Source: an optimization exercise on an open RTL-to-GDS flow (aim: small area). Production flows keep margins and buffers that such runs may drop. In this exercise RTL edits were held to simulation tests only and were not proved equivalent to the original. No activity file was given, so power comes from the tool's default toggle rates.

==> flow/design.v, too long to show whole: its modules and the start of the top module <==
// module axis_fir_15: 2817 lines
// module fa_cell: 4 lines
// module hold1: 3 lines
module axis_fir_15 #
    (
        parameter integer C_S00_AXIS_TDATA_WIDTH    = 64,
        parameter integer C_M00_AXIS_TDATA_WIDTH    = 64
    )
    (
        input wire  s00_axis_aclk, s00_axis_aresetn,
        input wire  s00_axis_tlast, s00_axis_tvalid,
        input wire [C_S00_AXIS_TDATA_WIDTH-1 : 0] s00_axis_tdata,
        input wire [(C_S00_AXIS_TDATA_WIDTH/8)-1: 0] s00_axis_tstrb,
        output logic  s00_axis_tready,
        input wire  m00_axis_aclk, m00_axis_aresetn,
        input wire  m00_axis_tready,
        output logic  m00_axis_tvalid, m00_axis_tlast,
        output logic [C_M00_AXIS_TDATA_WIDTH-1 : 0] m00_axis_tdata,
        output logic [(C_M00_AXIS_TDATA_WIDTH/8)-1: 0] m00_axis_tstrb
    );
  // ...
==> flow/flow/run.sh <==
#!/bin/bash
set -euo pipefail
export BUFFER_PORTS_ARGS="-buffer_cell sky130_fd_sc_hd__buf_1"
export CTS_ARGS="-sink_clustering_enable -repair_clock_nets -buf_list sky130_fd_sc_hd__clkbuf_8 -sink_clustering_size 18 -sink_clustering_max_diameter 60 -dont_use_dummy_load"
bash standard.sh > standard.log 2>&1
==> flow/standard.sh <==
#!/bin/bash
# synth_recipe.tcl (not shown) runs the flow's synth.tcl, then flattens the netlist and writes it again
# the make line also repeats each setting of config.mk as NAME=value (left out here)
make -C /OpenROAD-flow-scripts/flow DESIGN_CONFIG=/design/flow/config.mk WORK_HOME=/design/flow/orfs CLKGATE_MAP_FILE= SYNTH_SCRIPT=/design/flow/synth_recipe.tcl "${@:-finish}"
==> flow/config.mk <==
export PLATFORM = sky130hd
export DESIGN_NAME = axis_fir_15
export DESIGN_NICKNAME = axis_fir_15
export VERILOG_FILES = /design/flow/design.v
export SDC_FILE = /design/flow/constraint.sdc
export NUM_CORES = 8
export LEC_CHECK = 0
export CAP_MARGIN = 20
export CORE_MARGIN = 2
export CORE_UTILIZATION = 70
export CTS_BUF_LIST = sky130_fd_sc_hd__clkbuf_8
export CTS_CLUSTER_DIAMETER = 60
export CTS_CLUSTER_SIZE = 16
export SLEW_MARGIN = 20
export SYNTH_HIERARCHICAL = 1
==> flow/constraint.sdc <==
create_clock -name core_clock -period 12.0 [get_ports {s00_axis_aclk}]
set_input_delay 2.4000 -clock core_clock [delete_from_list [all_inputs] [get_ports {s00_axis_aclk}]]
set_output_delay 2.4000 -clock core_clock [all_outputs]
set_load 0.01 [all_outputs]
==> reports/qor.txt, run 1 <==
Outcome -> no timing/DRC/antenna violations
Setup Total Neg Slack -> 0 ns
Non-clk invs -> 73
M3 GR Usage -> 3.68%
Met1 Routed Length -> 101000 um
Number of flip-flops in the largest register -> 3264
Clock power frac -> 26.3%
Repair and plain buffers -> 168
Top Registers -> xs: 3264 flops, acc: 41 flops, m00_axis_tstrb: 8 flops
Delay-heaviest family, CP -> adder cells
R2r worst-path depth -> 29
GRT Resource Usage Total -> 25.1%
Hold Path Depth -> 1
Vias per std cell -> 6.39
Finished Layout Cells -> 10.3k
Post-Synth Simple-Gate Area -> 0.324%
First-pass DRT Iterations -> 5
Crit path largest cell delay -> 0.56 ns
Clk sinks -> 3315
VDD IR-drop max -> 0.141 mV
Commonest non-fill, non-tap cells in the layout -> a22o_1, dfxtp_1, fa_1
Fin crit share -> 93.8%
Initial detailed-routing violation count -> 5439
NumNets Final -> 9149
Largest family of logic cells by synthesized area -> compound AO/OA/AOI/OAI gates
Top cells by area, synth -> dfxtp_1, a22o_1, fa_1, ha_1, inv_1
Worst-Skew Late Latency -> 0.98 ns
Die Wd -> 409 um
Sequential portion of the cell area -> 54.7%
Final WL -> 210000 um
CTS root buf -> clkbuf_8
Vias -> 66.1k
Final Util -> 74.5%
Largest Register -> xs
Wire length on met3 -> 7750 um
Core area -> 0.163 mm^2
RR Endpoint -> acc[38]$_DFF_P_
Final Instance Area -> 0.121 mm^2
Post-synth EDFFs -> 0
P_clk -> 4.70 mW
Routing usage on met1 -> 38.3%
Crit. Startpoint -> xs[0][0]$_DFF_P_
Max-slew violation count -> 0
Synthesized area per cell -> 14.7 um^2
Vias in the first global route -> 65.0k
==> run 2, diff against run 1 <==
--- a/flow/design.v
+++ b/flow/design.v
@@ -2797,24 +2797,24 @@
     assign s1802 = acc[39] ^ 1'b1;
     assign c1803 = acc[39] & 1'b1;
     wire s1804;
     wire c1805;
     assign s1804 = acc[40] ^ 1'b1;
     assign c1805 = acc[40] & 1'b1;
     wire [AW-1:0] ra = {c1803, c1801, c1799, c1797, s1796, c1787, c1785, c1783, c1781, c1779, c1777, c1775, c1773, c1771, c1769, c1767, c1765, c1763, c1761, c1759, c1757, c1755, c1753, c1751, c1749, c1747, c1745, c1743, c1741, c1739, c1737, c1735, c1733, c1731, c1729, c1795, s1794, s1792, s1790, s1726, s1662};
     wire [AW-1:0] rb = {s1804, s1802, s1800, s1798, 1'b1, s1788, s1786, s1784, s1782, s1780, s1778, s1776, s1774, s1772, s1770, s1768, s1766, s1764, s1762, s1760, s1758, s1756, s1754, s1752, s1750, s1748, s1746, s1744, s1742, s1740, s1738, s1736, s1734, s1732, s1730, s1728, 1'b1, 1'b0, 1'b0, 1'b0, 1'b0};
-    wire [13:0] rc;
+    wire [11:0] rc;
     wire [AW-1:0] sum;
     assign sum[0] = ra[0] ^ rb[0];
     assign rc[0] = ra[0] & rb[0];
-    for (genvar j = 1; j < 14; j++) begin : g_rip
+    for (genvar j = 1; j < 12; j++) begin : g_rip
         fa_cell u_r (.a(ra[j]), .b(rb[j]), .c(rc[j-1]), .s(sum[j]), .co(rc[j]));
     end
-    assign sum[AW-1:14] = ra[AW-1:14] + rb[AW-1:14] + {{(AW-14-1){1'b0}}, rc[13]};
+    assign sum[AW-1:12] = ra[AW-1:12] + rb[AW-1:12] + {{(AW-12-1){1'b0}}, rc[11]};
     logic [AW-1:0] acc_d;
     for (genvar j = 0; j < AW; j++) begin : g_acc
         hold1 u_h (.d(sum[j]), .q(acc[j]), .en(load_r), .en_n(hold_r), .y(acc_d[j]));
     end
     always_ff @(posedge s00_axis_aclk) acc <= acc_d;
     assign m00_axis_tdata = {{(64-AW){acc[AW-1]}}, acc};
 endmodule
 module fa_cell (input wire a, b, c, output wire s, co);
==> flow/config.mk (replaced) <==
export PLATFORM = sky130hd
export DESIGN_NAME = axis_fir_15
export DESIGN_NICKNAME = axis_fir_15
export VERILOG_FILES = /design/flow/design.v
export SDC_FILE = /design/flow/constraint.sdc
export NUM_CORES = 8
export LEC_CHECK = 0
export CAP_MARGIN = 20
export CORE_MARGIN = 2
export CORE_UTILIZATION = 75
export CTS_BUF_LIST = sky130_fd_sc_hd__clkbuf_8
export CTS_CLUSTER_DIAMETER = 60
export CTS_CLUSTER_SIZE = 16
export SLEW_MARGIN = 20
export SYNTH_HIERARCHICAL = 1
==> reports/qor.txt, run 2 <==
Power Total -> 17.9 mW (was 17.8 mW)
Chip Height -> 396 um (was 409 um)
Final hold viol count -> 0 (unchanged)
Worst-Skew Late Latency -> 0.96 ns (was 0.98 ns)
# Post-CTS Setup Buffers -> 0 (unchanged)
Synth Flop Type -> dfxtp_1 (unchanged)
Comb pwr share -> 11.5% (was 11.4%)
Slew @ Worst Pin -> 1.18 ns (was 1.15 ns)
Number of flip-flops in the largest register -> 3264 (unchanged)
Clk pin slew, worst setup/hold paths -> 0.10 ns (was 0.11 ns)
Number of synthesized register bits -> 3315 (unchanged)
Tightest Hold Check Type -> register to register (unchanged)
Core area -> 0.152 mm^2 (was 0.163 mm^2)
Vias in the first global route -> 65.5k (was 65.0k)
I/O pin cnt -> 154 (unchanged)
Vias -> 66.3k (was 66.1k)
Setup Total Neg Slack -> 0 ns (unchanged)
Starting Density -> 75.6% (was 70.5%)
Vias per std cell -> 6.50 (was 6.39)
GRT Resource Usage Total -> 27.1% (was 25.1%)
Global-route wire length before repair -> 352000 um (was 351000 um)
Hold Buf Count CTS -> 0 (unchanged)
Clock tree buffer depth -> 3 (unchanged)
Area share of the largest cell type after synthesis -> 57.7% (about the same)
Die Wd -> 396 um (was 409 um)
RSZ-0062 raised after global routing -> false (unchanged)
Final setup viols -> 0 (unchanged)
Internal power -> 13.3 mW (about the same)
Register share of total power -> 62.3% (about the same)
Number of port buffers -> 119 (unchanged)
Setup crit end kind -> register (unchanged)
# fillers -> 9019 (was 10.6k)
Minimum clock period -> 10.66 ns (was 11.25 ns)
Largest Register -> xs (unchanged)
Pwr per Cell Area -> 147 mW/mm^2 (about the same)
First-pass DRT Iterations -> 6 (was 5)
Setup Crit Path Kind -> register to register (unchanged)
Die ar. -> 0.156 mm^2 (was 0.167 mm^2)
Warnings, synthesis -> 10 (unchanged)
Post-synthesis sequential area ratio -> 57.7% (about the same)
Routability cong. -> 0.884 (was 0.868)
Cts repair resizes -> 0 (unchanged)
Crit start category -> register (unchanged)
Sw Pwr -> 4.51 mW (about the same)
Outcome -> no timing/DRC/antenna violations (unchanged)
Largest net degree at the start of global routing -> 276 (was 272)
Top cells by area, synth -> dfxtp_1, a22o_1, fa_1, ha_1, inv_1 (unchanged)
Cell Rows -> 143 (was 148)
Final WL -> 211000 um (was 210000 um)
Clock power frac -> 26.2% (was 26.3%)
Clk sinks -> 3315 (unchanged)
Post-synth EDFFs -> 0 (unchanged)
Mapped cell area -> 0.115 mm^2 (about the same)
Commonest non-fill, non-tap cells in the layout -> dfxtp_1, a22o_1, fa_1 (was a22o_1, dfxtp_1, fa_1)
CP Data Required Time -> 12.82 ns (was 12.88 ns)
VDD IR-drop max -> 0.125 mV (was 0.141 mV)
Remaining DRCs -> 0 (unchanged)
Initial antenna violation count -> 2 (unchanged)
CTS tree -> built (unchanged)
Fmax -> 93.8 MHz (was 88.9 MHz)
Layout cells sized above 1 -> 3.22% (was 3.33%)
Setup Skew -> 0.0835 ns (was 0.0559 ns)
Async set or reset register ratio after synthesis -> 0% (unchanged)
NumNets Final -> 9145 (was 9149)
WL/cell -> 20.7 um (was 20.3 um)
Synthesized area per cell -> 14.7 um^2 (about the same)
DP Wirelength -> 137000 um (was 135000 um)
Max Cap Viol -> 0 (unchanged)
Routed Antenna Nets -> 0 (unchanged)
Num CTS Buffers -> 207 (was 208)
Final Util -> 79.8% (was 74.5%)
Max-slew violation count -> 0 (unchanged)
Gate Count Post-Synth -> 7826 (was 7819)
Sw Ratio -> 25.3% (about the same)
CTS HTree Levels -> 4 (unchanged)
Area grow syn2layout -> 5.46% (was 5.61%)
Pleak -> 49.9 nW (was 49.8 nW)
Largest area contributor in the netlist -> dfxtp_1 (unchanged)
Commonest non-fill, non-tap cell in the layout -> dfxtp_1
Gr ovfl total -> 0 (unchanged)
Top-count cell post-synth -> dfxtp_1
Netlist cell types -> 52 (was 53)
Fin crit share -> 88.8% (was 93.8%)
CTS root buf -> clkbuf_8 (unchanged)
Top Registers -> xs: 3264 flops, acc: 41 flops, m00_axis_tstrb: 8 flops (unchanged)
Initial detailed-routing violation count -> 5278 (was 5439)
Slew headroom -> 21.4% (was 23.4%)
Commonest cells post-synth -> dfxtp_1, a22o_1, fa_1 (was a22o_1, dfxtp_1, fa_1)
Crit path DAT -> 11.48 ns (was 12.13 ns)
CP max FO -> 6 (was 4)
[run 2: changes by cell type after synthesis, sizes merged, moves of 5 or more]
cell    change
a21o       +12
clkbuf      +6
nor2       -10
nor3        +5
xor2        +6
[run 2: final cells by class]
type                            count  area (um^2)  area share [%]
Antenna cell                        2         5.00         0.00413
Timing Repair Buffer              161         1110           0.913
Inverter                           75          282           0.232
Sequential cell                  3315        66400            54.7
Tap cell                         2030         2540            2.09
Multi-Input combinational cell   4402        48100            39.7
Clock buffer                      207         2850            2.35
[run 2: routing by layer]
metal	share of wire, %	global-route usage [%]	up-vias
li1	-	-	31100
met1	46	39.7	33700
met2	48	42.9	1150
met3	3.5	3.68	341
met4	2.5	7.24	2
met5	0.0057	0	-
[run 2: worst max-delay path, stage by stage, from the launching register on]
cell and delay [ns]:
dfxtp_1 0.50, fa_1 0.49, fa_1 0.50, fa_1 0.52, fa_1 0.46, fa_1 0.46, fa_1 0.55, inv_1 0.06
fa_1 0.40, fa_1 0.52, fa_1 0.45, fa_1 0.40, fa_1 0.43, fa_1 0.41, fa_1 0.44, fa_1 0.42
fa_1 0.41, fa_1 0.39, fa_1 0.47, fa_1 0.45, a21oi_2 0.20, o22ai_2 0.17, o211ai_2 0.24, a31oi_4 0.22
a211o_1 0.42, a21oi_1 0.17, o311ai_1 0.11, a22o_1 0.26
[run 2: cells by family after synthesis]
group | synth area share, %
AO/OA/AOI/OAI | 25.8
XOR/XNOR | 0.190
adder cells (fa/ha/maj) | 15.6
buffers and inverters | 0.459
flip-flops | 57.7
multiplexers | 0.0174
other | 0.00653
AND/OR/NAND/NOR | 0.306
[run 2: per-module statistics from Yosys (local to each module, per instance)]
module	times used	cells	flip-flops and latches	cell area [um^2]
axis_fir_15	1	3637	3315	68500
fa_cell	875	1	0	20.0
hold1	3314	1	0	8.76
[run 2: worst paths after layout]
kind / start / endpoint / slack [ns] / cells past startpoint
worst max register to register: xs[0][0]$_DFF_P_ / acc[38]$_DFF_P_ / 1.34 / 27
worst min register to register: xs[86][28]$_DFF_P_ / xs[87][28]$_DFF_P_ / 0.45 / 1
worst min-delay path: xs[86][28]$_DFF_P_ / xs[87][28]$_DFF_P_ / 0.45 / 1
worst max-delay path: xs[0][0]$_DFF_P_ / acc[38]$_DFF_P_ / 1.34 / 27
[run 2: power groups by stage]
stage / clock network [mW] / registers [mW] / logic (mW)
floorplan: 0 / 11.4 / 1.62
global placement: 0 / 11.4 / 1.97
detailed placement: 0 / 11.4 / 2.01
CTS: 4.81 / 11.1 / 2.03
global route: 5.20 / 11.1 / 2.25
finish: 4.69 / 11.1 / 2.05
[run 2: stage by stage]
stage / cell area [um^2] / hold WS (ns) / setup WS, ns / cells
after detailed placement: 118000 / 0.453 / 1.29 / 9982
after global placement: 118000 / 0.453 / 1.44 / 9982
after floorplan: 115000 / 0.443 / -33.68 / 7829
final: 121000 / 0.445 / 1.34 / 10200
after CTS: 121000 / 0.445 / 1.26 / 10200
after global routing: 121000 / 0.478 / 0.999 / 10200

-- separate check: timing with driven ports --
In the flow no input, the clock included, has a driving cell. The finished layouts below were timed again as built, in two steps.
Step 1 (the two cells are an assumption about what drives the block):
set clk [get_ports {s00_axis_aclk}]
set_driving_cell -lib_cell sky130_fd_sc_hd__clkbuf_16 $clk
set_driving_cell -lib_cell sky130_fd_sc_hd__buf_2 [delete_from_list [all_inputs] $clk]
Step 2 times the ports against the registers' clock, not the clock port: input delays grow and output delays shrink by t, the midpoint of the rising clock arrivals with the driver on.
Three values: no drivers, after step 1, after step 2; two values: the first two.
| run | t, ns | slack for setup (ns) | worst hold slack (ns) |
|---|---|---|---|
| run 1 | 1.049 | 0.748 / 0.748 / 0.748 | 0.449 / 0.449 / 0.449 |
| run 2 | 0.996 | 1.344 / 1.344 / 1.344 | 0.445 / 0.445 / 0.445 |
After both steps setup and hold are still met in every run listed.
